Source: an optimization exercise on an open RTL-to-GDS flow (aim: a short achievable clock period and few clock cycles). Production flows keep margins and buffers that such runs may drop. Function was checked by simulation only, so behaviour that the tests miss may differ from the original. The flow treats the clock pin as an ideal source, which a real chip does not have. Power is estimated from default activity; no workload was simulated.

<file path="design/flow/flow/run.sh">
#!/bin/bash
# Standard ORFS layout (the standard.sh), run in two parts:
#  1. the standard synthesis, unchanged;
#  2. floorplan to finish with a larger setup margin for timing repair, sizing
#     not limited to same-footprint cells, and the delay cells kept out of
#     port buffering and repair (added to the platform's don't-use list).
# The design, constraints and clock period are the design's, unchanged.
set -euo pipefail
MARGIN=$(cat flow/margin.txt)
DU=" sky130_fd_sc_hd__probe_p_8 sky130_fd_sc_hd__probec_p_8 sky130_fd_sc_hd__lpflow_bleeder_1 sky130_fd_sc_hd__lpflow_clkbufkapwr_1 sky130_fd_sc_hd__lpflow_clkbufkapwr_16 sky130_fd_sc_hd__lpflow_clkbufkapwr_2 sky130_fd_sc_hd__lpflow_clkbufkapwr_4 sky130_fd_sc_hd__lpflow_clkbufkapwr_8 sky130_fd_sc_hd__lpflow_clkinvkapwr_1 sky130_fd_sc_hd__lpflow_clkinvkapwr_16 sky130_fd_sc_hd__lpflow_clkinvkapwr_2 sky130_fd_sc_hd__lpflow_clkinvkapwr_4 sky130_fd_sc_hd__lpflow_clkinvkapwr_8 sky130_fd_sc_hd__lpflow_decapkapwr_12 sky130_fd_sc_hd__lpflow_decapkapwr_3 sky130_fd_sc_hd__lpflow_decapkapwr_4 sky130_fd_sc_hd__lpflow_decapkapwr_6 sky130_fd_sc_hd__lpflow_decapkapwr_8 sky130_fd_sc_hd__lpflow_inputiso0n_1 sky130_fd_sc_hd__lpflow_inputiso0p_1 sky130_fd_sc_hd__lpflow_inputiso1n_1 sky130_fd_sc_hd__lpflow_inputiso1p_1 sky130_fd_sc_hd__lpflow_inputisolatch_1 sky130_fd_sc_hd__lpflow_isobufsrc_1 sky130_fd_sc_hd__lpflow_isobufsrc_16 sky130_fd_sc_hd__lpflow_isobufsrc_2 sky130_fd_sc_hd__lpflow_isobufsrc_4 sky130_fd_sc_hd__lpflow_isobufsrc_8 sky130_fd_sc_hd__lpflow_isobufsrckapwr_16 sky130_fd_sc_hd__lpflow_lsbuf_lh_hl_isowell_tap_1 sky130_fd_sc_hd__lpflow_lsbuf_lh_hl_isowell_tap_2 sky130_fd_sc_hd__lpflow_lsbuf_lh_hl_isowell_tap_4 sky130_fd_sc_hd__lpflow_lsbuf_lh_isowell_4 sky130_fd_sc_hd__lpflow_lsbuf_lh_isowell_tap_1 sky130_fd_sc_hd__lpflow_lsbuf_lh_isowell_tap_2 sky130_fd_sc_hd__lpflow_lsbuf_lh_isowell_tap_4  sky130_fd_sc_hd__clkdlybuf4s* sky130_fd_sc_hd__dlygate4sd* sky130_fd_sc_hd__dlymetal6s*"
bash standard.sh synth > flow_synth.log 2>&1
bash standard.sh "DONT_USE_CELLS=$DU" MATCH_CELL_FOOTPRINT=0 SETUP_SLACK_MARGIN=$MARGIN TNS_END_PERCENT=100 finish > flow_make.log 2>&1
</file>
<file path="design/flow/config.mk">
export PLATFORM = sky130hd
export DESIGN_NAME = pipline
export DESIGN_NICKNAME = pipline
export VERILOG_FILES = /design/flow/design.v
export SDC_FILE = /design/flow/constraint.sdc
export NUM_CORES = 4
export LEC_CHECK = 0
export ABC_CLOCK_PERIOD_IN_PS = 2000
export CAP_MARGIN = 20
export CORE_MARGIN = 2
export CORE_UTILIZATION = 45
export PLACE_DENSITY = 0.62
export SETUP_SLACK_MARGIN = 5
export SLEW_MARGIN = 20
export TNS_END_PERCENT = 100
</file>
<file path="design/flow/standard.sh">
#!/bin/bash
# synth_recipe.tcl (not shown) runs the flow's synth.tcl, then flattens the netlist and writes it again
# the make line also repeats each setting of config.mk as NAME=value (left out here)
make -C /OpenROAD-flow-scripts/flow DESIGN_CONFIG=/design/flow/config.mk WORK_HOME=/design/flow/orfs CLKGATE_MAP_FILE= SYNTH_SCRIPT=/design/flow/synth_recipe.tcl "${@:-finish}"
</file>
<file path="design/flow/constraint.sdc">
create_clock -name core_clock -period 9.2 [get_ports {clk}]
set_input_delay 1.8400 -clock core_clock [delete_from_list [all_inputs] [get_ports {clk}]]
set_output_delay 1.8400 -clock core_clock [all_outputs]
set_load 0.01 [all_outputs]
</file>
<file path="design/flow/flow/margin.txt">
6.2
</file>
<file path="design/flow/design.v">
module pipline(
    input clk,
    input reset,
    output [31:0] imem_addr,
    input  [31:0] imem_data,
    output [31:0] dmem_addr,
    output [31:0] dmem_wdata,
    output        dmem_we,
    input  [31:0] dmem_rdata
);
    function [15:0] onehot;
        input [3:0] r;
        begin
            onehot = 16'd1 << r;
            onehot[0]  = 1'b0;
            onehot[15] = 1'b0;
        end
    endfunction
    function [32:0] ksadd;
        input [31:0] a, b;
        input        cin;
        reg   [31:0] p, g, pp, gg;
        integer      n, d;
        begin
            p  = a ^ b;
            g  = a & b;
            pp = p;
            gg = g;
            gg[0] = g[0] | (p[0] & cin);
            for (d = 1; d < 32; d = d * 2)
                for (n = 31; n >= d; n = n - 1) begin
                    gg[n] = gg[n] | (pp[n] & gg[n - d]);
                    pp[n] = pp[n] & pp[n - d];
                end
            ksadd[0] = p[0] ^ cin;
            for (n = 1; n < 32; n = n + 1)
                ksadd[n] = p[n] ^ gg[n - 1];
            ksadd[32] = gg[31];
        end
    endfunction
    reg  [9:0]  pc;               
    reg         second;           
    reg         e_valid;
    reg  [31:0] e_a, e_b, e_imm;
    reg         e_fa_m, e_fa_w, e_fa_r;       
    reg         e_fb_m, e_fb_w, e_fb_r;       
    reg         e_bi_m, e_bi_w, e_bi_r, e_bi_i;  
    reg  [9:0]  e_pc1;            
    reg  [9:0]  e_alt;            
    reg         e_op_or, e_op_add, e_op_sub, e_op_cmp, e_op_link;
    reg         e_regwr, e_load, e_store;
    reg  [15:0] e_dst_oh;
    reg  [15:0] e_ld_oh;          
    reg         e_st_ld;          
    reg         e_bz, e_bgz, e_blz, e_jr, e_cll;
    reg         e_pred_taken;     
    reg         e_ras_ok;         
    reg  [9:0]  e_ras_pc;
    reg         m_load, m_we;
    reg  [15:0] m_dst_oh;
    reg  [31:0] m_res, m_wdata;
    reg  [15:0] w_dst_oh;
    reg  [31:0] w_data;
    reg  [31:0] rf [1:14];
    reg  [9:0]  ras [0:3];
    reg  [1:0]  ras_sp;           
    reg  [2:0]  ras_cnt;
    assign imem_addr  = {20'd0, pc, 2'b00};
    assign dmem_addr  = m_res;
    assign dmem_wdata = m_wdata;
    assign dmem_we    = m_we;
    wire [5:0]  op  = imem_data[31:26];
    wire [3:0]  rd  = imem_data[25:22];
    wire [3:0]  rs  = imem_data[21:18];
    wire [3:0]  rt  = imem_data[17:14];
    wire [13:0] imm = imem_data[13:0];
    wire op_or   = op == 6'd0;
    wire op_add  = op == 6'd1;
    wire op_sub  = op == 6'd2;
    wire op_cmp  = op == 6'd3;
    wire op_ori  = op == 6'd4;
    wire op_addi = op == 6'd5;
    wire op_lw   = op == 6'd6;
    wire op_sw   = op == 6'd7;
    wire op_ldw  = op == 6'd8 && !rd[0];
    wire op_sdw  = op == 6'd9 && !rd[0];
    wire br_far  = imm != 14'd1;
    wire op_bz   = op == 6'd10 && br_far;
    wire op_bgz  = op == 6'd11 && br_far;
    wire op_blz  = op == 6'd12 && br_far;
    wire op_jr   = op == 6'd13;
    wire op_j    = op == 6'd14;
    wire op_cll  = op == 6'd15;
    wire is_rtype = op_or | op_add | op_sub | op_cmp;
    wire is_cond  = op_bz | op_bgz | op_blz;
    wire is_dw    = op_ldw | op_sdw;
    wire is_st = op_sw | op_sdw;
    wire use_a = is_rtype | op_ori | op_addi | op_lw | op_sw | op_ldw | op_sdw | is_cond | op_jr;
    wire use_t = is_rtype | is_cond;
    wire [15:0] rs_oh  = onehot(rs);
    wire [15:0] rt_oh  = onehot(rt);
    wire [15:0] rx_oh  = onehot({rd[3:1], rd[0] | second});
    wire        regwr  = is_rtype | op_ori | op_addi | op_lw | op_ldw | op_cll;
    wire [15:0] dst_oh = regwr ? onehot(op_cll ? 4'd14 : {rd[3:1], rd[0] | (op_ldw & second)})
                               : 16'd0;
    wire [31:0] sext  = {{18{imm[13]}}, imm};
    wire [31:0] imm_x = op_ori ? {18'd0, imm} : (second ? sext + 32'd1 : sext);
    reg  [31:0] rf_s, rf_t, rf_x;
    integer i;
    always @(*) begin
        rf_s = 32'd0;
        rf_t = 32'd0;
        rf_x = 32'd0;
        for (i = 1; i <= 14; i = i + 1) begin
            rf_s = rf_s | ({32{rs_oh[i]}} & rf[i]);
            rf_t = rf_t | ({32{rt_oh[i]}} & rf[i]);
            rf_x = rf_x | ({32{rx_oh[i]}} & rf[i]);
        end
    end
    wire s_w = |(rs_oh & w_dst_oh);
    wire t_w = |(rt_oh & w_dst_oh);
    wire x_w = |(rx_oh & w_dst_oh);
    wire [31:0] rd_a = s_w ? w_data : rf_s;
    wire [31:0] rd_t = t_w ? w_data : rf_t;
    wire [31:0] rd_x = x_w ? w_data : rf_x;
    wire [31:0] rd_b = is_st ? rd_x : rd_t;
    wire [15:0] e_wr = e_valid ? e_dst_oh : 16'd0;
    wire a_e = |(rs_oh & e_wr);
    wire a_m = |(rs_oh & m_dst_oh);
    wire t_e = |(rt_oh & e_wr);
    wire t_m = |(rt_oh & m_dst_oh);
    wire x_e = |(rx_oh & e_wr);
    wire x_m = |(rx_oh & m_dst_oh);
    wire b_e = is_st ? x_e : t_e;
    wire b_m = is_st ? x_m : t_m;
    wire [15:0] e_ld = e_valid ? e_ld_oh : 16'd0;
    wire load_use = (use_a && |(rs_oh & e_ld)) || (use_t && |(rt_oh & e_ld));
    wire st_ld    = is_st && |(rx_oh & e_ld);
    wire        e_mis;
    wire [9:0]  e_redirect;
    wire [9:0]  ras_top;
    wire [9:0]  pc1     = pc + 10'd1;
    wire [9:0]  ftarget = pc + imm[9:0];
    wire        pred_cond = (op == 6'd10 || op == 6'd11 || op == 6'd12) && imm[13];
    wire        ras_hit   = op_jr && ras_cnt != 3'd0;
    wire        dw_first  = is_dw && !second;
    wire        f_hold    = load_use || dw_first;
    wire        take      = op_j || op_cll || pred_cond;
    wire        s_tgt     = !f_hold && take;
    wire        s_ras     = !f_hold && !take && ras_hit;
    wire        s_pc1     = !f_hold && !take && !ras_hit;
    wire [9:0]  f_next = ({10{f_hold}} & pc) | ({10{s_tgt}} & ftarget) |
                         ({10{s_ras}} & ras_top) | ({10{s_pc1}} & pc1);
    always @(posedge clk or posedge reset) begin
        if (reset) begin
            pc     <= 10'd0;
            second <= 1'b0;
        end else begin
            pc     <= e_mis ? e_redirect : f_next;
            if (e_mis)
                second <= 1'b0;
            else if (!load_use && is_dw)
                second <= !second;
        end
    end
    always @(posedge clk or posedge reset) begin
        if (reset)
            e_valid <= 1'b0;
        else
            e_valid <= !load_use && !e_mis;
    end
    wire ub = use_t;
    always @(posedge clk) begin
        e_a       <= rd_a;
        e_b       <= rd_b;
        e_imm     <= imm_x;
        e_fa_m    <= a_e;
        e_fa_w    <= !a_e && a_m;
        e_fa_r    <= !a_e && !a_m;
        e_fb_m    <= b_e;
        e_fb_w    <= !b_e && b_m;
        e_fb_r    <= !b_e && !b_m;
        e_bi_m    <= ub && b_e;
        e_bi_w    <= ub && !b_e && b_m;
        e_bi_r    <= ub && !b_e && !b_m;
        e_bi_i    <= !ub;
        e_pc1     <= pc1;
        e_alt     <= pred_cond ? pc1 : ftarget;
        e_op_or   <= op_or | op_ori;
        e_op_add  <= op_add | op_addi | op_lw | op_sw | op_ldw | op_sdw;
        e_op_sub  <= op_sub;
        e_op_cmp  <= op_cmp;
        e_op_link <= op_cll;
        e_regwr   <= regwr;
        e_load    <= op_lw | op_ldw;
        e_store   <= op_sw | op_sdw;
        e_dst_oh  <= dst_oh;
        e_ld_oh   <= (op_lw | op_ldw) ? dst_oh : 16'd0;
        e_st_ld   <= st_ld;
        e_bz      <= op_bz;
        e_bgz     <= op_bgz;
        e_blz     <= op_blz;
        e_jr      <= op_jr;
        e_cll     <= op_cll;
        e_pred_taken <= pred_cond;
        e_ras_ok  <= ras_hit;
        e_ras_pc  <= ras_top;
    end
    wire [31:0] fa  = ({32{e_fa_m}} & m_res) | ({32{e_fa_w}} & w_data) | ({32{e_fa_r}} & e_a);
    wire [31:0] fb  = ({32{e_fb_m}} & m_res) | ({32{e_fb_w}} & w_data) | ({32{e_fb_r}} & e_b);
    wire [31:0] bop = ({32{e_bi_m}} & m_res) | ({32{e_bi_w}} & w_data) | ({32{e_bi_r}} & e_b) |
                      ({32{e_bi_i}} & e_imm);
    wire [32:0] sum33  = ksadd(fa, bop, 1'b0);
    wire [32:0] diff33 = ksadd(fa, ~fb, 1'b1);
    wire [31:0] sum  = sum33[31:0];
    wire [31:0] diff = diff33[31:0];
    wire [31:0] ca0 = m_res, ca1 = w_data, ca2 = e_a;
    wire [31:0] cb0 = m_res, cb1 = w_data, cb2 = e_b;
    wire [2:0]  csa = {e_fa_r, e_fa_w, e_fa_m};
    wire [2:0]  csb = {e_fb_r, e_fb_w, e_fb_m};
    wire [8:0]  ceq = {ca2 == cb2, ca2 == cb1, ca2 == cb0,
                       ca1 == cb2, 1'b1,       ca1 == cb0,
                       ca0 == cb2, ca0 == cb1, 1'b1};
    wire [8:0]  clt = {ca2 < cb2,  ca2 < cb1,  ca2 < cb0,
                       ca1 < cb2,  1'b0,       ca1 < cb0,
                       ca0 < cb2,  ca0 < cb1,  1'b0};
    wire [8:0]  cpair = {csa[2] & csb[2], csa[2] & csb[1], csa[2] & csb[0],
                         csa[1] & csb[2], csa[1] & csb[1], csa[1] & csb[0],
                         csa[0] & csb[2], csa[0] & csb[1], csa[0] & csb[0]};
    wire        eq   = |(cpair & ceq);
    wire        ltu  = |(cpair & clt);
    wire        lts  = (fa[31] ^ fb[31]) ? fa[31] : ltu;
    wire [2:0]  cjr  = {ca2[11:2] == e_ras_pc, ca1[11:2] == e_ras_pc, ca0[11:2] == e_ras_pc};
    wire        jr_ok = |(csa & cjr);
    wire        gts  = !lts && !eq;
    wire [31:0] cmpv = {{31{ltu}}, !eq};
    wire [31:0] link = {19'd0, e_pc1 == 10'd0 && e_cll, e_pc1, 2'b00};
    wire [31:0] result = ({32{e_op_or}}   & (fa | bop)) |
                         ({32{e_op_add}}  & sum) |
                         ({32{e_op_sub}}  & diff) |
                         ({32{e_op_cmp}}  & cmpv) |
                         ({32{e_op_link}} & link);
    wire taken    = (e_bz & eq) | (e_bgz & gts) | (e_blz & lts);
    wire cond_mis = (e_bz | e_bgz | e_blz) & (taken ^ e_pred_taken);
    wire jr_mis   = e_jr & !(e_ras_ok && jr_ok);
    assign e_mis      = e_valid && (cond_mis || jr_mis);
    assign e_redirect = e_jr ? fa[11:2] : e_alt;
    assign ras_top = ras[ras_sp];
    always @(posedge clk or posedge reset) begin
        if (reset) begin
            ras_sp  <= 2'd0;
            ras_cnt <= 3'd0;
        end else if (e_valid && e_cll) begin
            ras_sp  <= ras_sp + 2'd1;
            if (ras_cnt != 3'd4) ras_cnt <= ras_cnt + 3'd1;
        end else if (e_valid && e_jr && ras_cnt != 3'd0) begin
            ras_sp  <= ras_sp - 2'd1;
            ras_cnt <= ras_cnt - 3'd1;
        end
    end
    always @(posedge clk) begin
        if (e_valid && e_cll)
            ras[ras_sp + 2'd1] <= e_pc1;
    end
    always @(posedge clk or posedge reset) begin
        if (reset) begin
            m_dst_oh <= 16'd0;
            m_load   <= 1'b0;
            m_we     <= 1'b0;
        end else begin
            m_dst_oh <= e_wr;
            m_load   <= e_valid && e_load;
            m_we     <= e_valid && e_store;
        end
    end
    always @(posedge clk) begin
        m_res   <= result;
        m_wdata <= e_st_ld ? dmem_rdata : fb;
    end
    always @(posedge clk or posedge reset) begin
        if (reset)
            w_dst_oh <= 16'd0;
        else
            w_dst_oh <= m_dst_oh;
    end
    always @(posedge clk) begin
        w_data <= m_load ? dmem_rdata : m_res;
    end
    integer k;
    always @(posedge clk) begin
        for (k = 1; k <= 14; k = k + 1)
            if (w_dst_oh[k])
                rf[k] <= w_data;
    end
endmodule
</file>
==> results of run 1 <==
## worst max-delay path: stages, from the launching register on
cell and delay [ps]:
dfxtp_4 390, buf_1 120, a222oi_1 310, buf_2 200
buf_1 120, buf_6 110, ha_4 150, fa_2 210
nor2b_1 50, o21a_1 210, o21ai_2 170, a21oi_2 90
o31ai_4 380, a31oi_4 200, o21ai_0 310, a21oi_2 160
a21oi_1 210, mux2i_1 110, a211o_1 240
## logic make-up (layout without fill, tap and decap cells)
family / Yosys count / in the layout / synth area share
other cells: 1 / 24 / 0.0000851
xor+xnor: 122 / 122 / 0.0242
fa+ha+maj: 306 / 306 / 0.0875
mux: 68 / 68 / 0.0184
buf+inv: 504 / 1222 / 0.0456
simple gates: 926 / 938 / 0.102
flops: 792 / 792 / 0.476
compound gates: 1483 / 1484 / 0.246
## flip-flops by register name, summed over array words and instances (netlist names), 10 cells and up
register / cells
e_dst_oh: 14
e_imm: 15
e_ras_pc: 10
m_wdata: 32
ras: 40
pc: 10
m_res: 32
e_a: 32
w_data: 32
w_dst_oh: 14
m_dst_oh: 14
e_ld_oh: 14
rf: 448
e_alt: 10
e_pc1: 10
e_b: 32
## final cells by class
class	count	area, um2	area share
sequential	792	21300	0.373
timing repair buffer	833	6430	0.113
multi-input combinational	2940	24000	0.421
clock inverter	59	633	0.0111
inverter	228	865	0.0151
tap	1276	1600	0.0279
antenna	2	5.00	0.0000876
clock buffer	102	2260	0.0396
## per-stage QoR
| stage | setup slack [ps] | area, um2 | hold slack (ps) | total power, mW |
|---|---|---|---|---|
| 2_1_floorplan | 5390 | 45300 | 395 | 6.02 |
| 3_3_place_gp | 2980 | 46400 | 429 | 6.80 |
| 3_5_place_dp | 2850 | 46500 | 422 | 6.83 |
| 4_1_cts | 5390 | 55000 | 444 | 10.9 |
| 5_1_grt | 5200 | 57100 | 453 | 11.6 |
| 6_report | 5330 | 57100 | 442 | 11.3 |
## worst max path at each step
| stage | endpoint | slack, ps | cells past startpoint |
|---|---|---|---|
| finish | m_res[30] | 5330 | 18 |
| global route | m_res[30] | 5200 | 17 |
| CTS | m_res[31] | 5390 | 14 |
| detailed placement | e_b[16] | 2850 | 13 |
| global placement | e_b[24] | 2980 | 13 |
| floorplan | m_res[30] | 5390 | 17 |
## metal layers
metal	track usage	share of wire	up-vias
met5	0.00568	0.0014	-
met4	0.277	0.093	21
met3	0.181	0.16	1471
met2	0.615	0.40	4603
met1	0.522	0.34	21266
li1	-	-	17966
## power by group
part           internal [mW]  switching, mW  total, mW
clock network           2.04           1.57       3.60
registers               4.05          0.391       4.44
logic                   1.37           1.84       3.21
total                   7.45           3.80       11.3
## what timing repair did
action | in CTS | in global routing
cloned | 34 | 4
endpoints found under the setup margin | 179 | 180
buffers inserted | 430 | 127
pin swaps | 166 | 129
resized for setup | 1022 | 424
## cells in the final DEF, fill, tap and decap left out, types with 24 or more instances in the layout
| master | Yosys | final |
|---|---|---|
| o21ai_2 | 0 | 61 |
| a22o_1 | 123 | 123 |
| buf_8 | 0 | 35 |
| dfxtp_2 | 0 | 30 |
| nand3_1 | 145 | 135 |
| mux2i_1 | 55 | 55 |
| a222oi_1 | 63 | 63 |
| clkbuf_2 | 0 | 79 |
| a21o_1 | 64 | 64 |
| a21oi_1 | 144 | 117 |
| nor3_1 | 58 | 33 |
| dfxtp_1 | 257 | 154 |
| ha_1 | 302 | 261 |
| nor2_1 | 154 | 110 |
| dfxtp_4 | 0 | 73 |
| buf_6 | 4 | 137 |
| o21ai_0 | 229 | 102 |
| nor2_4 | 0 | 46 |
| inv_1 | 228 | 203 |
| dfrtp_2 | 0 | 25 |
| a21oi_2 | 1 | 24 |
| buf_12 | 0 | 45 |
| edfxtp_1 | 488 | 488 |
| nand2_1 | 297 | 279 |
| xnor2_1 | 84 | 80 |
| a221oi_1 | 160 | 141 |
| o21ai_1 | 0 | 52 |
| buf_2 | 2 | 160 |
| buf_4 | 22 | 62 |
| buf_1 | 19 | 271 |
| nand4_1 | 114 | 114 |
| a31oi_1 | 41 | 33 |
| xor2_1 | 38 | 38 |
| a22oi_1 | 491 | 477 |
| ha_4 | 0 | 36 |
| clkbuf_16 | 0 | 107 |
==> impl_results.md, run 1 <==
* Final Util at 0.590
* Die Ht at 317 um
* Clk buf depth at 3
* Max Slew Vio Count at 0
* Yosys cell types at 84
* Fmax at 258 MHz
* I/O Buffers at 140
* Synth Instances at 4,202
* Area Overhead vs Synth at 29.6%
* CTS tree: yes
* First-pass GRT wire length at 306,000 um
* Initial core utilization at 0.455
* Setup crit end kind: flop
* CTS Sinks at 792
* CP arrival at 4420 ps
* # nets final at 5,253
* Tmin final at 3870 ps
* Top area cells in the synthesized netlist: edfxtp_1, dfxtp_1, ha_1, a22oi_1, a221oi_1
* Drt first pass iters at 15
* H-tree depth at 3
* WHS Path Cells at 1
* Rel. slew slack at 0.149
* Vias in the first global route at 42,458
* Detailed placement HPWL at 123,000 um
* Via count at 45,327
* Total core area at 0.0969 mm2
* Root Buffer: clkbuf_16
* Clock transition at path regs at 60 ps
* Die width at 317 um
* I/O Pins at 163
* Cts-stage hold buffer count at 0
* Filler instances at 7,750
* Reg-to-reg critical path startpoint: e_fa_m
* GRT overflow at 0
* Dpl cells at 5,474
* Max cap viols at 0
* R2R setup slack at 5330 ps
* Worst-Margin Slew at 1280 ps
* Finished Layout Cells at 6,232
* Leading area contributor after synthesis: edfxtp_1
* GRT Overall Usage at 0.426
* Asr flop ratio synth at 0.0593
* Max FO, Critical Path at 6
* Sequential-to-total area share from yosys stat at 0.476
* Vias/cell at 7.27
* Worst setup path start: e_fa_m
* DRT iter0 DRCs at 9,872
* RSZ-0062 raised after global routing: true
* Pwr dens at 197 mW/mm2
* Register bit total from synthesis at 792
* DRC errors left at 0
* Worst hold path type: reg -> reg
* FF-to-FF path depth at 18
* Die Area at 0.100 mm2
* CP Launch Type: flop
* Period utilization at 0.421
* Num CTS Buffers at 86
* Antenna-violating nets left at 0
* Commonest cells in the netlist: a22oi_1, edfxtp_1, ha_1, nand2_1, dfxtp_1
* Post-Route WL at 222,000 um
* Initial antenna violation count at 10
* Clk latency of the worst-skew pair at 680 ps
* RD Place Congestion at 0.995
* Setup TNS at 0 ps
* Synth Cell Area at 0.0441 mm2
* Avg WL per Cell at 35.6 um
* Crit Path Category: reg -> reg
* Hold Vio Cnt, Final at 0
* Std cell rows at 114
* Status: no timing/DRC/antenna violations
* Worst hold path endpoint: m_we
* Share of cells above drive strength 1 at 0.257
* Hold Crit Start: e_store
* Final setup viols at 0
* Yosys warnings at 2
* Max VDD drop at 0.180 mV
* WP data required at 9750 ps
* Largest net degree at the start of global routing at 44
* Static leakage at 21.8 nW
* Worst R2R End: m_res[30]
* Count leader, synth: a22oi_1
* Synth top area share at 0.332
* Ys flop type: edfxtp_1
* Clock Skew at 17.5 ps
* EDFF count, synth at 488
* Mean Syn Cell Area at 10.5 um2
Testbench counts, summed over its fixed seeds: cycles 55,664.
==> inputs of run 2 (changes only) <==
--- a/design/flow/design.v
+++ b/design/flow/design.v
@@ -42,7 +42,9 @@
     reg         second;           
     reg         e_valid;
-    reg  [31:0] e_a, e_b, e_imm;
+    reg  [31:0] e_a, e_b, e_imm;   
+    reg  [15:0] e_rx_oh;          
     reg         e_fa_m, e_fa_w, e_fa_r;       
     reg         e_fb_m, e_fb_w, e_fb_r;       
+    reg         e_fx_m, e_fx_w, e_fx_r;       
     reg         e_bi_m, e_bi_w, e_bi_r, e_bi_i;  
     reg  [9:0]  e_pc1;            
@@ -106,23 +108,18 @@
     wire [31:0] sext  = {{18{imm[13]}}, imm};
     wire [31:0] imm_x = op_ori ? {18'd0, imm} : (second ? sext + 32'd1 : sext);
-    reg  [31:0] rf_s, rf_t, rf_x;
+    reg  [31:0] rf_s, rf_t;
     integer i;
     always @(*) begin
         rf_s = 32'd0;
         rf_t = 32'd0;
-        rf_x = 32'd0;
         for (i = 1; i <= 14; i = i + 1) begin
             rf_s = rf_s | ({32{rs_oh[i]}} & rf[i]);
             rf_t = rf_t | ({32{rt_oh[i]}} & rf[i]);
-            rf_x = rf_x | ({32{rx_oh[i]}} & rf[i]);
         end
     end
     wire s_w = |(rs_oh & w_dst_oh);
     wire t_w = |(rt_oh & w_dst_oh);
-    wire x_w = |(rx_oh & w_dst_oh);
     wire [31:0] rd_a = s_w ? w_data : rf_s;
     wire [31:0] rd_t = t_w ? w_data : rf_t;
-    wire [31:0] rd_x = x_w ? w_data : rf_x;
-    wire [31:0] rd_b = is_st ? rd_x : rd_t;
     wire [15:0] e_wr = e_valid ? e_dst_oh : 16'd0;
     wire a_e = |(rs_oh & e_wr);
@@ -132,6 +129,4 @@
     wire x_e = |(rx_oh & e_wr);
     wire x_m = |(rx_oh & m_dst_oh);
-    wire b_e = is_st ? x_e : t_e;
-    wire b_m = is_st ? x_m : t_m;
     wire [15:0] e_ld = e_valid ? e_ld_oh : 16'd0;
     wire load_use = (use_a && |(rs_oh & e_ld)) || (use_t && |(rt_oh & e_ld));
@@ -173,15 +168,19 @@
     always @(posedge clk) begin
         e_a       <= rd_a;
-        e_b       <= rd_b;
+        e_b       <= rd_t;
+        e_rx_oh   <= rx_oh;
         e_imm     <= imm_x;
         e_fa_m    <= a_e;
         e_fa_w    <= !a_e && a_m;
         e_fa_r    <= !a_e && !a_m;
-        e_fb_m    <= b_e;
-        e_fb_w    <= !b_e && b_m;
-        e_fb_r    <= !b_e && !b_m;
-        e_bi_m    <= ub && b_e;
-        e_bi_w    <= ub && !b_e && b_m;
-        e_bi_r    <= ub && !b_e && !b_m;
+        e_fb_m    <= t_e;
+        e_fb_w    <= !t_e && t_m;
+        e_fb_r    <= !t_e && !t_m;
+        e_fx_m    <= x_e;
+        e_fx_w    <= !x_e && x_m;
+        e_fx_r    <= !x_e && !x_m;
+        e_bi_m    <= ub && t_e;
+        e_bi_w    <= ub && !t_e && t_m;
+        e_bi_r    <= ub && !t_e && !t_m;
         e_bi_i    <= !ub;
         e_pc1     <= pc1;
@@ -209,4 +208,12 @@
     wire [31:0] fa  = ({32{e_fa_m}} & m_res) | ({32{e_fa_w}} & w_data) | ({32{e_fa_r}} & e_a);
     wire [31:0] fb  = ({32{e_fb_m}} & m_res) | ({32{e_fb_w}} & w_data) | ({32{e_fb_r}} & e_b);
+    reg  [31:0] rf_xe;
+    integer j;
+    always @(*) begin
+        rf_xe = 32'd0;
+        for (j = 1; j <= 14; j = j + 1)
+            rf_xe = rf_xe | ({32{e_rx_oh[j]}} & rf[j]);
+    end
+    wire [31:0] fx  = ({32{e_fx_m}} & m_res) | ({32{e_fx_w}} & w_data) | ({32{e_fx_r}} & rf_xe);
     wire [31:0] bop = ({32{e_bi_m}} & m_res) | ({32{e_bi_w}} & w_data) | ({32{e_bi_r}} & e_b) |
                       ({32{e_bi_i}} & e_imm);
@@ -276,5 +283,5 @@
     always @(posedge clk) begin
         m_res   <= result;
-        m_wdata <= e_st_ld ? dmem_rdata : fb;
+        m_wdata <= e_st_ld ? dmem_rdata : fx;
     end
     always @(posedge clk or posedge reset) begin
==> impl_results.md, run 2 <==
* Status: no timing/DRC/antenna violations
* Clock Skew at 28.9 ps
* Synth Cell Area at 0.0443 mm2
* Crit Path Category: reg -> reg
* DP Area at 0.0464 mm2
* I/O Pins at 163
* Worst hold path type: reg -> reg
* Top area cells in the synthesized netlist: edfxtp_1, dfxtp_1, a22oi_1, ha_1, o21ai_0
* Rel. slew slack at 0.165
* Count leader, synth: a22oi_1
* Mean Syn Cell Area at 10.4 um2
* H-tree depth at 3
* Sequential cell area at 0.0216 mm2
* Pwr Total at 11.4 mW
* Hold Vio Cnt, Final at 0
* Die width at 318 um
* Clk buf depth at 3
* CTS Sinks at 809
* Area Overhead vs Synth at 26.4%
* CP Launch Type: flop
* Via count at 45,205
* Finished Layout Cells at 6,203
* Std cell rows at 115
* Critical path's top delay family: compound AO/OA/AOI/OAI gates
* Most flops, register: rf
* Yosys cell types at 81
* Leading area contributor after synthesis: edfxtp_1
* RSZ-0062 raised after global routing: true
* Cts-stage hold buffer count at 0
* GRT overflow at 0
* Root Buffer: clkbuf_16
* Share of cells above drive strength 1 at 0.227
* Initial core utilization at 0.452
* Avg WL per Cell at 35.4 um
* Most frequent cells in the layout: a22oi_1, edfxtp_1, buf_1, ha_1, nand2_1
* DRC errors left at 0
* Largest net degree at the start of global routing at 37
* Most used cell, CP: a21o_1
* Vias/cell at 7.29
* Synth top area share at 0.331
* Static leakage at 21.0 nW
* EDFF count, synth at 488
* Die Ht at 318 um
* Worst path max stage delay at 500 ps
* Initial antenna violation count at 5
* Register bit total from synthesis at 809
* Largest register FFs at 448
* Ys flop type: edfxtp_1
* Commonest cells in the netlist: a22oi_1, edfxtp_1, o21ai_0, ha_1, nand2_1
* Worst-Margin Slew at 1240 ps
* DRT iter0 DRCs at 9,618
* RD Place Congestion at 1.00
* Synth Instances at 4,266
* Setup crit end kind: flop
* CTS tree: yes
* Clock transition at path regs at 60 ps
* Max FO, Critical Path at 18
* GRT Overall Usage at 0.410
* Critical path's slowest cell: a222oi_1
* Design Area, Final at 0.0560 mm2
* Dpl cells at 5,552
* I/O Buffers at 140
* Asr flop ratio synth at 0.0581
* Yosys warnings at 2
* CP arrival at 4550 ps
* Largest registers: rf (448), ras (40)
* WP data required at 9800 ps
* Antenna-violating nets left at 0
* Total core area at 0.0980 mm2
* Tmin final at 3960 ps
* Sequential-to-total area share from yosys stat at 0.481
* Pwr dens at 203 mW/mm2
* Max VDD drop at 0.182 mV
* # nets final at 5,210
* Vias in the first global route at 41,356
* Final setup viols at 0
* CP Cell Sequence: buf_12 > a222oi_1 > ha_1 > a21o_1 > a21o_1 > a221oi_2 > o21ai_4 > a31oi_4 > o21ai_2 > o41a_1 > a221o_1 > a2111oi_2 > a21oi_1 > nand2_1
* Period utilization at 0.430
* Die Area at 0.101 mm2
* Setup TNS at 0 ps
* Max cap viols at 0
* WP buf/inv at 1
* Drt first pass iters at 13
* Clk latency of the worst-skew pair at 680 ps
* Detailed placement HPWL at 128,000 um
* Area of the multi-input gates at 0.0238 mm2
* Most common cell after layout, fill and taps aside: a22oi_1
* Fmax at 253 MHz
* Max Slew Vio Count at 0
* Num CTS Buffers at 85
* Filler instances at 8,088
* First-pass GRT wire length at 300,000 um
* Post-Route WL at 220,000 um
-- run 2: changes by cell type in the layout (fill, tap and decap cells not counted), moves of 33 or more --
| cell | delta |
|---|---|
| buf_6 | -33 |
| a22oi_1 | +94 |
| a21oi_1 | +39 |
| o21ai_1 | +47 |
| o21ai_0 | +34 |
| nand3_1 | +103 |
| nor2b_1 | +34 |
-- run 2: timing repair --
| item | CTS | global route |
|---|---|---|
| buffers inserted | 307 | 138 |
| gates resized for setup | 841 | 413 |
| endpoints found under the hold margin | 0 | 0 |
| pin swaps | 136 | 140 |
| cloned | 33 | 7 |
| endpoints found under the setup margin | 188 | 214 |
-- run 2: final timing paths --
path,cells past startpoint,to,from,slack (ps)
max,14,m_res[30],e_fb_m,5240
min in group asynchronous,2,pc[4],reset,1300
max in group asynchronous,3,w_dst_oh[3],reset,6870
min,1,m_load,e_load,460
max reg2reg,14,m_res[30],e_fb_m,5240
min reg2reg,1,m_load,e_load,460
-- run 2: stage by stage --
stage          hold slack, ps  worst slack [ps]   util
3_5_place_dp              439              3480  0.474
2_1_floorplan             395              5280      -
5_1_grt                   472              5070  0.571
6_report                  455              5240  0.571
3_3_place_gp              430              3570  0.474
4_1_cts                   455              5510  0.548
-- run 2: cell families (layout without fill, tap and decap cells) --
family / after synthesis / after routing / share of synthesized area
xor gates and xnor gates: 118 / 118 / 0.0233
buffers and inverters: 459 / 1066 / 0.0416
other: 1 / 28 / 0.0000847
and+or+nand+nor: 1001 / 1017 / 0.110
AOI/OAI and AO/OA: 1532 / 1532 / 0.244
DFF: 809 / 809 / 0.481
muxes: 40 / 40 / 0.0120
adders and majority gates: 306 / 306 / 0.0871
-- run 2: final cells by class --
class                   count  share of cell area
multi-input cells        3035               0.425
well taps                1287              0.0288
clock inverters            43             0.00984
diodes                      6            0.000268
flip-flops and latches    809               0.387
inverters                 190              0.0130
repair buffers            717              0.0934
clock buffers             116              0.0432
-- run 2: per-layer routing --
layer	up-vias	global-route usage	share of wire
met5	-	0.00236	0.000082
met3	1447	0.168	0.16
met4	4	0.288	0.099
met2	4527	0.585	0.40
met1	21334	0.502	0.34
li1	17893	-	-
-- run 2: power by group --
group	internal (mW)	switching, mW
clock	2.16	1.57
sequential	4.14	0.463
combinational	1.25	1.77
total	7.56	3.80
Testbench counts of run 2, summed over its fixed seeds: cycles 55,664.
==> inputs of run 3 (changes only) <==
--- a/design/flow/design.v
+++ b/design/flow/design.v
@@ -39,4 +39,23 @@
         end
     endfunction
+    function [9:0] ksadd10;
+        input [9:0] a, b;
+        reg   [9:0] p, g, pp, gg;
+        integer     n, d;
+        begin
+            p  = a ^ b;
+            g  = a & b;
+            pp = p;
+            gg = g;
+            for (d = 1; d < 10; d = d * 2)
+                for (n = 9; n >= d; n = n - 1) begin
+                    gg[n] = gg[n] | (pp[n] & gg[n - d]);
+                    pp[n] = pp[n] & pp[n - d];
+                end
+            ksadd10[0] = p[0];
+            for (n = 1; n < 10; n = n + 1)
+                ksadd10[n] = p[n] ^ gg[n - 1];
+        end
+    endfunction
     reg  [9:0]  pc;               
     reg         second;           
@@ -44,22 +63,28 @@
     reg  [31:0] e_a, e_b, e_imm;   
     reg  [15:0] e_rx_oh;          
+    reg  [15:0] e_ry_oh;          
     reg         e_fa_m, e_fa_w, e_fa_r;       
     reg         e_fb_m, e_fb_w, e_fb_r;       
     reg         e_fx_m, e_fx_w, e_fx_r;       
+    reg         e_fy_m, e_fy_w, e_fy_r;       
     reg         e_bi_m, e_bi_w, e_bi_r, e_bi_i;  
     reg  [9:0]  e_pc1;            
     reg  [9:0]  e_alt;            
     reg         e_op_or, e_op_add, e_op_sub, e_op_cmp, e_op_link;
-    reg         e_regwr, e_load, e_store;
+    reg         e_regwr, e_load, e_store, e_sdw;
     reg  [15:0] e_dst_oh;
     reg  [15:0] e_ld_oh;          
     reg         e_st_ld;          
+    reg         e_st_ld2;         
     reg         e_bz, e_bgz, e_blz, e_jr, e_cll;
     reg         e_pred_taken;     
+    reg  [5:0]  e_bidx;           
     reg         e_ras_ok;         
     reg  [9:0]  e_ras_pc;
-    reg         m_load, m_we;
+    reg         m_load;
+    reg  [31:0] o_addr, o_wdata, p_data;
+    reg         o_we, pend;
     reg  [15:0] m_dst_oh;
-    reg  [31:0] m_res, m_wdata;
+    reg  [31:0] m_res;
     reg  [15:0] w_dst_oh;
     reg  [31:0] w_data;
@@ -69,7 +94,7 @@
     reg  [2:0]  ras_cnt;
     assign imem_addr  = {20'd0, pc, 2'b00};
-    assign dmem_addr  = m_res;
-    assign dmem_wdata = m_wdata;
-    assign dmem_we    = m_we;
+    assign dmem_addr  = o_addr;
+    assign dmem_wdata = o_wdata;
+    assign dmem_we    = o_we;
     wire [5:0]  op  = imem_data[31:26];
     wire [3:0]  rd  = imem_data[25:22];
@@ -96,5 +121,6 @@
     wire is_rtype = op_or | op_add | op_sub | op_cmp;
     wire is_cond  = op_bz | op_bgz | op_blz;
-    wire is_dw    = op_ldw | op_sdw;
+    wire is_dw    = op_ldw;         
+    wire is_mem   = op_lw | op_sw | op_ldw | op_sdw;
     wire is_st = op_sw | op_sdw;
     wire use_a = is_rtype | op_ori | op_addi | op_lw | op_sw | op_ldw | op_sdw | is_cond | op_jr;
@@ -102,5 +128,6 @@
     wire [15:0] rs_oh  = onehot(rs);
     wire [15:0] rt_oh  = onehot(rt);
-    wire [15:0] rx_oh  = onehot({rd[3:1], rd[0] | second});
+    wire [15:0] rx_oh  = onehot(rd);
+    wire [15:0] ry_oh  = onehot({rd[3:1], 1'b1});
     wire        regwr  = is_rtype | op_ori | op_addi | op_lw | op_ldw | op_cll;
     wire [15:0] dst_oh = regwr ? onehot(op_cll ? 4'd14 : {rd[3:1], rd[0] | (op_ldw & second)})
@@ -129,16 +156,25 @@
     wire x_e = |(rx_oh & e_wr);
     wire x_m = |(rx_oh & m_dst_oh);
+    wire y_e = |(ry_oh & e_wr);
+    wire y_m = |(ry_oh & m_dst_oh);
     wire [15:0] e_ld = e_valid ? e_ld_oh : 16'd0;
     wire load_use = (use_a && |(rs_oh & e_ld)) || (use_t && |(rt_oh & e_ld));
     wire st_ld    = is_st && |(rx_oh & e_ld);
+    wire st_ld2   = op_sdw && |(ry_oh & e_ld);
+    wire mem_hold = e_valid && e_sdw && is_mem;
     wire        e_mis;
     wire [9:0]  e_redirect;
     wire [9:0]  ras_top;
     wire [9:0]  pc1     = pc + 10'd1;
-    wire [9:0]  ftarget = pc + imm[9:0];
-    wire        pred_cond = (op == 6'd10 || op == 6'd11 || op == 6'd12) && imm[13];
+    wire [9:0]  ftarget = ksadd10(pc, imm[9:0]);
+    reg  [63:0] bh_v, bh_t;       
+    wire        bh_hit    = bh_v[pc[5:0]];
+    wire        bh_tk     = bh_t[pc[5:0]];
+    wire        pred_cond = (op == 6'd10 || op == 6'd11 || op == 6'd12) &&
+                            (bh_hit ? bh_tk : imm[13]);
     wire        ras_hit   = op_jr && ras_cnt != 3'd0;
     wire        dw_first  = is_dw && !second;
-    wire        f_hold    = load_use || dw_first;
+    wire        f_stall   = load_use || mem_hold;
+    wire        f_hold    = f_stall || dw_first;
     wire        take      = op_j || op_cll || pred_cond;
     wire        s_tgt     = !f_hold && take;
@@ -155,5 +191,5 @@
             if (e_mis)
                 second <= 1'b0;
-            else if (!load_use && is_dw)
+            else if (!f_stall && is_dw)
                 second <= !second;
         end
@@ -163,5 +199,5 @@
             e_valid <= 1'b0;
         else
-            e_valid <= !load_use && !e_mis;
+            e_valid <= !f_stall && !e_mis;
     end
     wire ub = use_t;
@@ -170,4 +206,5 @@
         e_b       <= rd_t;
         e_rx_oh   <= rx_oh;
+        e_ry_oh   <= ry_oh;
         e_imm     <= imm_x;
         e_fa_m    <= a_e;
@@ -180,4 +217,7 @@
         e_fx_w    <= !x_e && x_m;
         e_fx_r    <= !x_e && !x_m;
+        e_fy_m    <= y_e;
+        e_fy_w    <= !y_e && y_m;
+        e_fy_r    <= !y_e && !y_m;
         e_bi_m    <= ub && t_e;
         e_bi_w    <= ub && !t_e && t_m;
@@ -194,7 +234,9 @@
         e_load    <= op_lw | op_ldw;
         e_store   <= op_sw | op_sdw;
+        e_sdw     <= op_sdw;
         e_dst_oh  <= dst_oh;
         e_ld_oh   <= (op_lw | op_ldw) ? dst_oh : 16'd0;
         e_st_ld   <= st_ld;
+        e_st_ld2  <= st_ld2;
         e_bz      <= op_bz;
         e_bgz     <= op_bgz;
@@ -203,4 +245,5 @@
         e_cll     <= op_cll;
         e_pred_taken <= pred_cond;
+        e_bidx    <= pc[5:0];
         e_ras_ok  <= ras_hit;
         e_ras_pc  <= ras_top;
@@ -208,11 +251,15 @@
     wire [31:0] fa  = ({32{e_fa_m}} & m_res) | ({32{e_fa_w}} & w_data) | ({32{e_fa_r}} & e_a);
     wire [31:0] fb  = ({32{e_fb_m}} & m_res) | ({32{e_fb_w}} & w_data) | ({32{e_fb_r}} & e_b);
-    reg  [31:0] rf_xe;
+    reg  [31:0] rf_xe, rf_ye;
     integer j;
     always @(*) begin
         rf_xe = 32'd0;
-        for (j = 1; j <= 14; j = j + 1)
+        rf_ye = 32'd0;
+        for (j = 1; j <= 14; j = j + 1) begin
             rf_xe = rf_xe | ({32{e_rx_oh[j]}} & rf[j]);
+            rf_ye = rf_ye | ({32{e_ry_oh[j]}} & rf[j]);
+        end
     end
+    wire [31:0] fy  = ({32{e_fy_m}} & m_res) | ({32{e_fy_w}} & w_data) | ({32{e_fy_r}} & rf_ye);
     wire [31:0] fx  = ({32{e_fx_m}} & m_res) | ({32{e_fx_w}} & w_data) | ({32{e_fx_r}} & rf_xe);
     wire [31:0] bop = ({32{e_bi_m}} & m_res) | ({32{e_bi_w}} & w_data) | ({32{e_bi_r}} & e_b) |
@@ -250,4 +297,14 @@
     wire taken    = (e_bz & eq) | (e_bgz & gts) | (e_blz & lts);
     wire cond_mis = (e_bz | e_bgz | e_blz) & (taken ^ e_pred_taken);
+    always @(posedge clk or posedge reset) begin
+        if (reset)
+            bh_v <= 64'd0;
+        else if (e_valid && (e_bz || e_bgz || e_blz))
+            bh_v[e_bidx] <= 1'b1;
+    end
+    always @(posedge clk) begin
+        if (e_valid && (e_bz || e_bgz || e_blz))
+            bh_t[e_bidx] <= taken;
+    end
     wire jr_mis   = e_jr & !(e_ras_ok && jr_ok);
     assign e_mis      = e_valid && (cond_mis || jr_mis);
@@ -274,14 +331,18 @@
             m_dst_oh <= 16'd0;
             m_load   <= 1'b0;
-            m_we     <= 1'b0;
+            o_we     <= 1'b0;
+            pend     <= 1'b0;
         end else begin
             m_dst_oh <= e_wr;
             m_load   <= e_valid && e_load;
-            m_we     <= e_valid && e_store;
+            o_we     <= pend || (e_valid && e_store);
+            pend     <= e_valid && e_sdw;
         end
     end
     always @(posedge clk) begin
         m_res   <= result;
-        m_wdata <= e_st_ld ? dmem_rdata : fx;
+        o_addr  <= pend ? o_addr + 32'd1 : result;
+        o_wdata <= pend ? p_data : e_st_ld ? dmem_rdata : fx;
+        p_data  <= e_st_ld2 ? dmem_rdata : fy;
     end
     always @(posedge clk or posedge reset) begin
--- a/design/flow/config.mk
+++ b/design/flow/config.mk
@@ -9,6 +9,6 @@
 export CAP_MARGIN = 20
 export CORE_MARGIN = 2
-export CORE_UTILIZATION = 45
-export PLACE_DENSITY = 0.62
+export CORE_UTILIZATION = 40
+export PLACE_DENSITY = 0.6
 export SETUP_SLACK_MARGIN = 5
 export SLEW_MARGIN = 20
==> impl_results.md, run 3 <==
* Worst R2R End: o_addr[6]
* EDFF count, synth at 552
* I/O Pins at 163
* Worst-Margin Slew at 1410 ps
* Synth Cell Area at 0.0559 mm2
* WP buf/inv at 23
* H-tree depth at 3
* Clock Skew at 75.4 ps
* Hold Crit Start: p_data[29]
* Initial antenna violation count at 28
* Final setup viols at 0
* Die Area at 0.143 mm2
* Std cell rows at 137
* WP data required at 9810 ps
* Yosys warnings at 2
* Hold Vio Cnt, Final at 0
* First-pass GRT wire length at 388,000 um
* Worst hold path endpoint: o_wdata[29]
* Tmin final at 4250 ps
* Static leakage at 27.1 nW
* CTS tree: yes
* Avg WL per Cell at 34.8 um
* Max FO, Critical Path at 4
* Antenna-violating nets left at 0
* Switch share at 0.359
* Max cap viols at 0
* DRC errors left at 0
* Cell-internal power at 9.61 mW
* GRT overflow at 0
* Sequential-to-total area share from yosys stat at 0.474
* Crit Path Category: reg -> reg
* Detailed placement HPWL at 163,000 um
* Register bit total from synthesis at 1,020
* Post-Route WL at 283,000 um
* # nets final at 6,518
* Worst hold path type: reg -> reg
* Most frequent cells in the layout: a22oi_1, edfxtp_1, buf_1, nand2_1, nand3_1
* R2R setup slack at 4950 ps
* Worst setup margin at 4950 ps
* WHS Path Cells at 1
* Largest register FFs at 448
* Clk buf depth at 3
* Vias in the first global route at 53,623
* DP Area at 0.0589 mm2
* Top area cells in the synthesized netlist: edfxtp_1, dfxtp_1, a22oi_1, ha_1, dfrtp_1
* Vias/cell at 7.10
* Dpl ws at 3290 ps
* Worst path max stage delay at 390 ps
* Leading area contributor after synthesis: edfxtp_1
* I/O Buffers at 140
* Filler instances at 12,260
* Synth top area share at 0.296
* Rel. slew slack at 0.0613
* Status: no timing/DRC/antenna violations
* Largest net degree at the start of global routing at 99
* Count leader, synth: a22oi_1
* Power share of the clock group at 0.308
* Critical path's top delay family: buffers and inverters
* CTS Sinks at 1,020
* Area Overhead vs Synth at 27.7%
* Ys flop type: edfxtp_1
* RD Place Congestion at 1.02
* GRT Overall Usage at 0.376
* Num CTS Buffers at 110
* Yosys cell types at 82
* Combinational power share at 0.311
* Mean Syn Cell Area at 10.3 um2
* Most flops, register: rf
* Period utilization at 0.462
* Pwr Total at 15.0 mW
* Initial core utilization at 0.402
* DRT iter0 DRCs at 13,016
* Clk latency of the worst-skew pair at 800 ps
* Max Slew Vio Count at 0
* Commonest cells in the netlist: a22oi_1, edfxtp_1, nand2_1, dfxtp_1, clkbuf_1
* Share of cells above drive strength 1 at 0.253
* Critical path's slowest cell: dfxtp_4
* Setup TNS at 0 ps
* Reg-to-reg critical path startpoint: e_fa_m
* CP arrival at 4860 ps
* RSZ-0062 raised after global routing: true
* Max VDD drop at 0.292 mV
* Fmax at 235 MHz
* Design Area, Final at 0.0714 mm2
* Setup crit end kind: flop
* Most common cell after layout, fill and taps aside: a22oi_1
* Synth Instances at 5,404
* Root Buffer: clkbuf_16
* NetSw at 5.38 mW
* Total core area at 0.139 mm2
* Die width at 378 um
* Via count at 57,716
* CP Launch Type: flop
* FF-to-FF path depth at 30
* Largest registers: rf (448), bh_t (64), bh_v (64)
* Die Ht at 378 um
* Final Util at 0.513
* Clock transition at path regs at 60 ps
* Pwr dens at 210 mW/mm2
* Most used cell, CP: buf_1
* Flop pwr share at 0.381
* Asr flop ratio synth at 0.110
* Drt first pass iters at 22
[run 3: changes by cell type after synthesis, sizes merged, moves of 55 or more]
cell    delta
dfxtp     +82
edfxtp    +64
a22oi     +71
a21oi     +63
nand2     +93
inv       +55
nor2      +69
clkbuf   +109
dfrtp     +65
[run 3: layer usage]
metal | track usage | vias up | wire length (um)
li1 | - | 22719 | -
met1 | 0.457 | 27609 | 97500
met2 | 0.531 | 5559 | 113000
met3 | 0.168 | 1793 | 45100
met4 | 0.257 | 36 | 26700
met5 | 0.00206 | - | 654
[run 3: area by class of cell]
class / count / area (um2) / share of cell area
antenna: 16 / 40.0 / 0.000561
clock buffer: 147 / 3090 / 0.0432
clock inverter: 62 / 612 / 0.00857
inverter: 248 / 963 / 0.0135
multi-input combinational: 3788 / 30300 / 0.425
sequential: 1020 / 26900 / 0.377
tap: 1876 / 2350 / 0.0329
timing repair buffer: 973 / 7110 / 0.0996
[run 3: worst max path at each step]
stage                        startpoint        end  slack, ps  cells past startpoint
after detailed placement  imem_data[20]     e_a[0]       3290                     10
after global placement    imem_data[20]     e_a[1]       3420                     10
after global routing             e_fa_m  o_addr[6]       4890                     30
after floorplan            imem_data[1]      pc[9]       5440                     11
after CTS                       e_b[26]    bh_t[3]       5460                     14
final                            e_fa_m  o_addr[6]       4950                     30
[run 3: kinds of logic (layout without fill, tap and decap cells)]
group | after synthesis | after routing | synth area share
muxes | 121 | 121 | 0.0308
buffers and inverters | 637 | 1430 | 0.0449
other | 1 | 38 | 0.0000670
DFF | 1020 | 1020 | 0.474
AOI/OAI and AO/OA | 1941 | 1942 | 0.252
xor gates and xnor gates | 158 | 158 | 0.0247
adders and majority gates | 311 | 311 | 0.0701
and+or+nand+nor | 1215 | 1234 | 0.104
[run 3: power by group through the flow]
stage / Combinational, mW / Clock, mW / Sequential (mW)
global placement: 3.35 / 0 / 5.84
global route: 4.92 / 4.81 / 5.73
CTS: 4.19 / 4.61 / 5.68
finish: 4.66 / 4.62 / 5.71
floorplan: 2.47 / 0 / 5.59
detailed placement: 3.40 / 0 / 5.86
[run 3: worst register-to-register path: cells and delay by family, from the launching register on]
family                   cells  cell delay, ps
buffers and inverters       23            2670
AO/OA/AOI/OAI                4             640
flip-flops                   1             390
AND/OR/NAND/NOR              2             260
adder cells (fa/ha/maj)      1             150
[run 3: timing repair]
item | CTS | global route
pin swaps | 155 | 152
setup endpoints to repair | 403 | 380
gates resized for setup | 1017 | 476
buffers inserted | 511 | 177
hold buffers | 0 | 0
gates cloned | 37 | 14
[run 3: through the flow]
step,hold WS [ps],instances
2_1_floorplan,391,5425
3_3_place_gp,418,7160
3_5_place_dp,422,7164
4_1_cts,436,7921
5_1_grt,459,8118
6_report,438,8130
Testbench counts of run 3, summed over its fixed seeds: cycles 54,113.
==> inputs of run 4 (changes only) <==
==> design/flow/flow/run.sh (replaced) <==
#!/bin/bash
# Standard ORFS layout (the standard.sh), run in parts:
#  1. the standard synthesis, unchanged;
#  2. floorplan to clock tree synthesis, with a larger setup margin for
#     timing repair, sizing not limited to same-footprint cells, and the delay
#     cells kept out of port buffering and repair (added to the platform's
#     don't-use list);
#  3. flow/fix_chains.tcl on the clock-tree result: bypasses repair buffers
#     that only drive another repair buffer (chains the setup repair leaves on
#     critical paths), then resizes gates for setup and legalizes;
#  4. global routing to finish, with the same settings.
# The design, constraints and clock period are the design's, unchanged.
set -euo pipefail
MARGIN=$(cat flow/margin.txt)
DU=" sky130_fd_sc_hd__probe_p_8 sky130_fd_sc_hd__probec_p_8 sky130_fd_sc_hd__lpflow_bleeder_1 sky130_fd_sc_hd__lpflow_clkbufkapwr_1 sky130_fd_sc_hd__lpflow_clkbufkapwr_16 sky130_fd_sc_hd__lpflow_clkbufkapwr_2 sky130_fd_sc_hd__lpflow_clkbufkapwr_4 sky130_fd_sc_hd__lpflow_clkbufkapwr_8 sky130_fd_sc_hd__lpflow_clkinvkapwr_1 sky130_fd_sc_hd__lpflow_clkinvkapwr_16 sky130_fd_sc_hd__lpflow_clkinvkapwr_2 sky130_fd_sc_hd__lpflow_clkinvkapwr_4 sky130_fd_sc_hd__lpflow_clkinvkapwr_8 sky130_fd_sc_hd__lpflow_decapkapwr_12 sky130_fd_sc_hd__lpflow_decapkapwr_3 sky130_fd_sc_hd__lpflow_decapkapwr_4 sky130_fd_sc_hd__lpflow_decapkapwr_6 sky130_fd_sc_hd__lpflow_decapkapwr_8 sky130_fd_sc_hd__lpflow_inputiso0n_1 sky130_fd_sc_hd__lpflow_inputiso0p_1 sky130_fd_sc_hd__lpflow_inputiso1n_1 sky130_fd_sc_hd__lpflow_inputiso1p_1 sky130_fd_sc_hd__lpflow_inputisolatch_1 sky130_fd_sc_hd__lpflow_isobufsrc_1 sky130_fd_sc_hd__lpflow_isobufsrc_16 sky130_fd_sc_hd__lpflow_isobufsrc_2 sky130_fd_sc_hd__lpflow_isobufsrc_4 sky130_fd_sc_hd__lpflow_isobufsrc_8 sky130_fd_sc_hd__lpflow_isobufsrckapwr_16 sky130_fd_sc_hd__lpflow_lsbuf_lh_hl_isowell_tap_1 sky130_fd_sc_hd__lpflow_lsbuf_lh_hl_isowell_tap_2 sky130_fd_sc_hd__lpflow_lsbuf_lh_hl_isowell_tap_4 sky130_fd_sc_hd__lpflow_lsbuf_lh_isowell_4 sky130_fd_sc_hd__lpflow_lsbuf_lh_isowell_tap_1 sky130_fd_sc_hd__lpflow_lsbuf_lh_isowell_tap_2 sky130_fd_sc_hd__lpflow_lsbuf_lh_isowell_tap_4  sky130_fd_sc_hd__clkdlybuf4s* sky130_fd_sc_hd__dlygate4sd* sky130_fd_sc_hd__dlymetal6s*"
R=orfs/results/$FLOW_PLATFORM/pipline/base
bash standard.sh synth > flow_synth.log 2>&1
bash standard.sh "DONT_USE_CELLS=$DU" MATCH_CELL_FOOTPRINT=0 SETUP_SLACK_MARGIN=$MARGIN TNS_END_PERCENT=100 cts > flow_cts.log 2>&1
PLATFORM_DIR=$FLOW_HOME/platforms/$FLOW_PLATFORM IN_ODB=$R/4_cts.odb IN_SDC=$R/4_cts.sdc OUT_ODB=$R/4_cts.odb \
  DONT_USE_CELLS="$DU" MARGIN=$MARGIN openroad -no_init -exit flow/fix_chains.tcl > flow_fix_chains.log 2>&1
bash standard.sh "DONT_USE_CELLS=$DU" MATCH_CELL_FOOTPRINT=0 SETUP_SLACK_MARGIN=$MARGIN TNS_END_PERCENT=100 finish > flow_make.log 2>&1
==> design/flow/flow/fix_chains.tcl (new file) <==
# remove chains of repair buffers (a buffer driving only another buffer),
# then resize for setup
set P $::env(PLATFORM_DIR)
read_db $::env(IN_ODB)
read_liberty $P/lib/sky130_fd_sc_hd__tt_025C_1v80.lib
read_sdc $::env(IN_SDC)
source $P/setRC.tcl
set_propagated_clock [all_clocks]
set_dont_use $::env(DONT_USE_CELLS)
estimate_parasitics -placement
puts "FIX before WS [worst_slack -max]"
set block [ord::get_db_block]
set removed 0
set changed 1
while {$changed} {
  set changed 0
  foreach inst [$block getInsts] {
    set name [$inst getName]
    if {![string match rebuffer* $name]} continue
    set in [$inst findITerm A]
    set out [$inst findITerm X]
    if {$in eq "NULL" || $out eq "NULL"} continue
    set innet [$in getNet]
    set net [$out getNet]
    if {$net eq "NULL" || $innet eq "NULL"} continue
    if {[llength [$net getBTerms]] > 0} continue
    set loads {}
    foreach it [$net getITerms] {
      if {[$it isOutputSignal]} continue
      lappend loads $it
    }
    if {[llength $loads] != 1} continue
    set li [[lindex $loads 0] getInst]
    if {![string match rebuffer* [$li getName]]} continue
    # bypass this buffer: its load takes the buffer's input net
    set ld [lindex $loads 0]
    $ld disconnect
    $in disconnect
    $out disconnect
    $ld connect $innet
    odb::dbInst_destroy $inst
    odb::dbNet_destroy $net
    incr removed
    set changed 1
  }
}
puts "FIX removed $removed chained buffers"
estimate_parasitics -placement
puts "FIX after removal WS [worst_slack -max]"
repair_timing -setup -setup_margin $::env(MARGIN) -sequence "sizeup,swap" -repair_tns 100 -skip_last_gasp
detailed_placement
estimate_parasitics -placement
puts "FIX after repair WS [worst_slack -max] hold [worst_slack -min]"
if {[info exists ::env(OUT_ODB)]} { write_db $::env(OUT_ODB) }
==> impl_results.md, run 4 <==
* Clk buf depth at 3
* Worst path max stage delay at 530 ps
* CP Launch Type: flop
* CTS Sinks at 1,020
* Area Overhead vs Synth at 26.9%
* NetSw at 5.33 mW
* Synth Area in Compound Gates at 0.252
* Synth Area in Adders at 0.0701
* Pwr dens at 210 mW/mm2
* Most frequent cells in the layout: a22oi_1, edfxtp_1, nand2_1, nand3_1, buf_1
* Design Area, Final at 0.0710 mm2
* Mean Syn Cell Area at 10.3 um2
* Synth Instances at 5,404
* Post-synthesis simple-gate area fraction at 0.104
* Std cell rows at 137
* Drt first pass iters at 22
* Num CTS Buffers at 110
* Period utilization at 0.420
* Worst hold path type: reg -> reg
* Register bit total from synthesis at 1,020
* Via count at 56,497
* Die Ht at 378 um
* Dpl cells at 7,164
* Initial core utilization at 0.402
* Vias/cell at 7.08
* Switch share at 0.357
* I/O Buffers at 140
* Synth top area share at 0.296
* Cell-internal power at 9.59 mW
* Tmin final at 3870 ps
* Setup crit end kind: flop
* Vias in the first global route at 53,083
* Clk latency of the worst-skew pair at 780 ps
* Worst-Margin Slew at 1450 ps
* Setup TNS at 0 ps
* Max FO, Critical Path at 4
* Share of cells above drive strength 1 at 0.261
* Mux contribution to synthesized area at 0.0308
* RD Place Congestion at 1.02
* Die Area at 0.143 mm2
* Crit Path Category: reg -> reg
* Leading area contributor after synthesis: edfxtp_1
* Largest registers: rf (448), bh_t (64), bh_v (64)
* Sequential-to-total area share from yosys stat at 0.474
* Yosys cell types at 82
* Most common cell after layout, fill and taps aside: a22oi_1
* Static leakage at 26.8 nW
* Filler instances at 12,363
* CP Cell Sequence: inv_1 > ha_1 > nand4_1 > or4_1 > a21oi_2 > a211o_1 > a211oi_2 > a211oi_4 > buf_6 > a31oi_4 > a211o_4 > a21oi_4 > nand3b_4 > clkbuf_16 > o31ai_2
* H-tree depth at 3
* Finished Layout Cells at 7,978
* Max VDD drop at 0.288 mV
* Count leader, synth: a22oi_1
* DRT iter0 DRCs at 12,609
* Power share of the clock group at 0.309
* Detailed placement HPWL at 163,000 um
* Max cap viols at 0
* Avg WL per Cell at 35.0 um
* Combinational power share at 0.308
* Final setup viols at 0
* Final Util at 0.510
* Critical path's top delay family: compound AO/OA/AOI/OAI gates
* Clock transition at path regs at 60 ps
* Clock Skew at 72.5 ps
* Post-Route WL at 279,000 um
* WP buf/inv at 3
* CP arrival at 4450 ps
* CTS tree: yes
* Synth Area in XOR/XNOR at 0.0247
* # nets final at 6,367
* DRC errors left at 0
* Total core area at 0.139 mm2
* DP Area at 0.0589 mm2
* Initial antenna violation count at 26
* Synth Cell Area at 0.0559 mm2
* Hold Vio Cnt, Final at 0
* Rel. slew slack at 0.0364
* Top area cells in the synthesized netlist: edfxtp_1, dfxtp_1, a22oi_1, ha_1, dfrtp_1
* Root Buffer: clkbuf_16
* Commonest cells in the netlist: a22oi_1, edfxtp_1, nand2_1, dfxtp_1, clkbuf_1
* I/O Pins at 163
* Fmax at 259 MHz
* Ys flop type: edfxtp_1
* RSZ-0062 raised after global routing: true
* Asr flop ratio synth at 0.110
* WP data required at 9790 ps
* Yosys warnings at 2
* Main combinational cell family by area after synthesis: compound AO/OA/AOI/OAI gates
* Largest register FFs at 448
* First-pass GRT wire length at 386,000 um
* GRT Overall Usage at 0.375
* Antenna-violating nets left at 0
* Die width at 378 um
* Status: no timing/DRC/antenna violations
* Flop pwr share at 0.383
* GRT overflow at 0
* Largest net degree at the start of global routing at 99
* EDFF count, synth at 552
* Critical path's slowest cell: or4_1
* Max Slew Vio Count at 0
* Most flops, register: rf
-- run 4: cell counts after synthesis --
Identical to the previous run, type by type.
-- run 4: final timing paths --
path,from,slack [ps],depth (start not counted),endpoint
setup / recovery,e_b[12],5330,15,bh_t[31]
hold / removal,p_data[29],440,1,o_wdata[29]
setup reg to reg,e_b[12],5330,15,bh_t[31]
hold reg to reg,p_data[29],440,1,o_wdata[29]
max in group asynchronous,reset,6730,3,w_dst_oh[10]
min in group asynchronous,reset,1050,2,bh_v[25]
-- run 4: cells by family after synthesis --
group,Yosys count
compound gates,1941
mux,121
fa+ha+maj,311
buf+inv,637
simple gates,1215
flops,1020
other cells,1
xor+xnor,158
-- run 4: stage by stage --
stage          worst slack [ps]  hold slack, ps  power (mW)
2_1_floorplan              5440             391        8.06
3_3_place_gp               3420             418        9.19
3_5_place_dp               3290             422        9.25
4_1_cts                    5460             436        14.5
5_1_grt                    5280             459        15.4
6_report                   5330             437        14.9
-- run 4: timing repair --
| item | in CTS | in global routing |
|---|---|---|
| gates resized for setup | 1017 | 363 |
| gates cloned | 37 | 11 |
| setup buffers | 511 | 152 |
| hold buffers | 0 | 0 |
| setup endpoints to repair | 403 | 382 |
| pin swaps | 155 | 130 |
| endpoints found under the hold margin | 0 | 0 |
-- run 4: metal layers --
layer  vias up  wire length [um]  track usage
met5         -               495      0.00652
met4        33             25400        0.250
met3      1743             44900        0.169
met2      5364            112000        0.530
met1     26901             96800        0.455
li1      22456                 -            -
-- run 4: final cells by class --
cell class | instances | area (um2) | share of cell area
repair buffers | 822 | 6400 | 0.0903
well taps | 1876 | 2350 | 0.0331
diodes | 15 | 37.5 | 0.000529
flip-flops and latches | 1020 | 26900 | 0.380
clock buffers | 147 | 3090 | 0.0435
multi-input cells | 3788 | 30500 | 0.431
clock inverters | 62 | 612 | 0.00862
inverters | 248 | 971 | 0.0137
-- run 4: power by group through the flow --
stage               sequential [mW]  clock (mW)  combinational (mW)
global placement               5.84           0                3.35
detailed placement             5.86           0                3.40
finish                         5.71        4.61                4.60
CTS                            5.68        4.61                4.19
floorplan                      5.59           0                2.47
global route                   5.73        4.80                4.86

[what the ideal ports hide]
In the flow no input, the clock included, has a driving cell. The finished layouts below were timed again as built, in two steps. Step 1 assumes that a clkbuf_16 drives the clock port and a buf_2 every other input. Step 2 adds t to the input delays and takes it off the output delays; t is the mean of the earliest and latest rising clock arrival at the registers after step 1. Input paths then give back, and output paths get back, about the clock's delay inside the block. Three values: ideal, step 1, step 2; two values: the first two.
run	shift t [ns]	setup WS [ns]	hold WS [ns]	clock arrival spread, ns	cell pins on the clock port's net
run 1	0.744	5.329 / 5.329 / 4.789	0.442 / 0.442 / 0.442	0.020 / 0.021	1
run 2	0.751	5.245 / 5.245 / 4.713	0.455 / 0.455 / 0.455	0.033 / 0.032	1
run 3	0.845	4.948 / 4.948 / 4.598	0.438 / 0.438 / 0.438	0.075 / 0.076	1
run 4	0.833	5.332 / 5.332 / 4.540	0.437 / 0.437 / 0.437	0.073 / 0.072	1
After both steps every run listed still meets setup and hold. The setup slack of run 4, which loses most, moves by 0.000 ns with the drivers and by -0.792 ns with both steps.
